Source: an optimization exercise on an open RTL-to-GDS flow (aim: small area and few clock cycles per item). Production flows keep margins and buffers that such runs may drop.
The RTL was checked by simulation tests, not by an equivalence proof against the original design.

==> job 5532 <==
## calculator
module calculator (
    input  logic clk,
    input  logic rst_n,
    input  logic add_valid,
    output logic add_ack,
    input  logic [WIDTH-1:0] add_a,
    input  logic [WIDTH-1:0] add_b,
    input  logic sub_valid,
    output logic sub_ack,
    input  logic [WIDTH-1:0] sub_a,
    input  logic [WIDTH-1:0] sub_b,
    input  logic mul_valid,
    output logic mul_ack,
    input  logic [WIDTH-1:0] mul_a,
    input  logic [WIDTH-1:0] mul_b,
    output logic result_valid,
    input  logic result_ack,
    output logic [2:0] result_unit,
    output logic [WIDTH-1:0] result
);
parameter WIDTH = 64;  
logic [63:0] mul_s, mul_c;
logic mul_res_valid;
logic g_add, g_sub, g_mul;
mul mul_inst (
    .clk(clk),
    .rst_n(rst_n),
    .mul_valid(mul_valid),
    .mul_ack(mul_ack),
    .mul_a(mul_a),
    .mul_b(mul_b),
    .mul_s(mul_s),
    .mul_c(mul_c),
    .mul_res_valid(mul_res_valid),
    .mul_res_ready(result_ack)
);
arbiter arbiter_inst (
    .clk(clk),
    .rst_n(rst_n),
    .add_valid(add_valid),
    .sub_valid(sub_valid),
    .mul_valid(mul_res_valid),
    .result_ack(result_ack),
    .g_add(g_add),
    .g_sub(g_sub),
    .g_mul(g_mul)
);
assign add_ack = g_add & result_ack;
assign sub_ack = g_sub & result_ack;
assign result_valid = g_mul | ((g_add | g_sub) & result_ack);
assign result_unit = {g_mul, g_sub, g_add};
addsub addsub_inst (
    .x(({64{g_mul}} & mul_s) | ({64{g_add}} & add_a) | ({64{g_sub}} & sub_a)),
    .y(({64{g_mul}} & mul_c) | ({64{g_add}} & add_b) | ({64{g_sub}} & ~sub_b)),
    .cin(g_sub),
    .sum(result)
);
endmodule
Settings: LEC_CHECK=0, CAP_MARGIN=0, CORE_MARGIN=2, CORE_UTILIZATION=40, SLEW_MARGIN=0, SYNTH_HIERARCHICAL=1, SYNTH_MINIMUM_KEEP_SIZE=0; clock period 9.0 ns.
standard.sh (not shown) runs the stock make flow with config.mk's settings and CLKGATE_MAP_FILE= SYNTH_SCRIPT=/design/flow/synth_recipe.tcl, a recipe that flattens the netlist after the stock synthesis.
==> flow/flow/run.sh <==
#!/bin/bash
# The standard flow, with the port buffers that placement inserts made of
# the smallest buffer cell (every input and output port still gets one),
# and a clock tree of smaller buffers without dummy loads.
set -uo pipefail
bash standard.sh synth > synth.log 2>&1 || exit 1
export BUFFER_PORTS_ARGS="-buffer_cell sky130_fd_sc_hd__buf_1"
export CTS_ARGS="-sink_clustering_enable -repair_clock_nets -sink_clustering_size 30 -sink_clustering_max_diameter 100 -buf_list sky130_fd_sc_hd__clkbuf_8 -dont_use_dummy_load"
bash standard.sh finish > layout.log 2>&1 || exit 1
==> job 1462: changes against job 5532 <==
--- a/flow/design.v
+++ b/flow/design.v
@@ -427,13 +427,13 @@
   input  logic rst_n,
   input  logic mul_valid,
   output logic mul_ack,
   input  logic [63:0] mul_a,
   input  logic [63:0] mul_b,
   output logic [63:0] mul_s,
-  output logic [63:0] mul_c,
+  output logic [20:0] mul_cs,
   output logic mul_res_valid,
   input  logic mul_res_ready
 );
   logic [1:0] cnt;
   logic full;
   logic [63:0] rs, rc;
@@ -441,13 +441,13 @@
   wire hold = full & ~mul_res_ready;
   wire adv  = mul_valid & ~hold;
   wire last = (cnt == 2'd2);
   assign mul_ack = mul_valid & last;
   assign mul_res_valid = full;
   assign mul_s = rs;
-  assign mul_c = rc;
+  assign mul_cs = rcs;
   wire accen = (cnt != 2'd0) | hold;
   always_ff @(posedge clk or negedge rst_n)
     if (!rst_n) begin
       cnt  <= 2'd0;
       full <= 1'b0;
     end else begin
@@ -1844,24 +1844,32 @@
     output logic result_valid,
     input  logic result_ack,
     output logic [2:0] result_unit,
     output logic [WIDTH-1:0] result
 );
 parameter WIDTH = 64;  
+localparam CSB = 3;
+localparam NC = 63 / CSB;
 logic [63:0] mul_s, mul_c;
+logic [NC-1:0] mul_cs;
+always_comb begin
+    mul_c = 64'd0;
+    for (int i = 0; i < NC; i++)
+        mul_c[CSB * (i + 1)] = mul_cs[i];
+end
 logic mul_res_valid;
 logic g_add, g_sub, g_mul;
 mul mul_inst (
     .clk(clk),
     .rst_n(rst_n),
     .mul_valid(mul_valid),
     .mul_ack(mul_ack),
     .mul_a(mul_a),
     .mul_b(mul_b),
     .mul_s(mul_s),
-    .mul_c(mul_c),
+    .mul_cs(mul_cs),
     .mul_res_valid(mul_res_valid),
     .mul_res_ready(result_ack)
 );
 arbiter arbiter_inst (
     .clk(clk),
     .rst_n(rst_n),
==> flow/flow/run.sh (replaced) <==
#!/bin/bash
# The standard flow, with the port buffers that placement inserts made of
# the smallest buffer cell (every input and output port still gets one).
set -uo pipefail
bash standard.sh synth > synth.log 2>&1 || exit 1
export BUFFER_PORTS_ARGS="-buffer_cell sky130_fd_sc_hd__buf_1"
bash standard.sh finish > layout.log 2>&1 || exit 1
==> flow/config.mk (replaced) <==
export PLATFORM = sky130hd
export DESIGN_NAME = calculator
export DESIGN_NICKNAME = calculator
export VERILOG_FILES = /design/flow/design.v
export SDC_FILE = /design/flow/constraint.sdc
export NUM_CORES = 4
export LEC_CHECK = 0
export CAP_MARGIN = 20
export CORE_MARGIN = 2
export CORE_UTILIZATION = 40
export SLEW_MARGIN = 20
export SYNTH_HIERARCHICAL = 1
export SYNTH_MINIMUM_KEEP_SIZE = 0
==> notes <==
- Between job 5532 and job 1462, the lower routed wire length is in job 1462 (gap 0.85%, measured against job 1462).
- In job 1462 the global-route usage is higher than in job 5532, by 0.22 points.
- Between job 5532 and job 1462, the lower worst setup slack is in job 1462 (gap 0.020 ns).
- Against job 1462, the cell count of job 5532 is higher by about 1.1%.
- First-iteration DRC count: job 1462 is lower than job 5532 (7.1%).
- Sequential share of layout area is about the same in job 1462 and job 5532.
Testbench counts of job 5532, summed over its fixed seeds: cycles 4,633, items 4,259.
Testbench counts of job 1462, summed over its fixed seeds: cycles 4,633, items 4,259.

[re-timing with driven ports]
No port has a modelled driver above. Below, the same layouts with a new extraction and two added sets of constraints. Step 1 assumes that a clkbuf_16 drives the clock port and a buf_2 every other input. Step 2, shift: input delay + t, output delay - t, t = (earliest + latest rising clock arrival at the registers) / 2. This alone moves slack from input paths to output paths. a / b / c = no drivers / after step 1 / after step 2; a / b = the first two.
run	t, ns	setup slack, ns	worst setup path after step 2	latest minus earliest clock arrival (ns)
job 5532	0.473	0.798 / 0.772 / 0.772	input to output	0.044 / 0.045
job 1462	0.432	0.778 / 0.758 / 0.758	input to output	0.011 / 0.010
After both steps every run listed still meets setup and hold. The setup slack of job 5532, which loses most, moves by -0.026 ns with the drivers and by -0.026 ns with both steps.
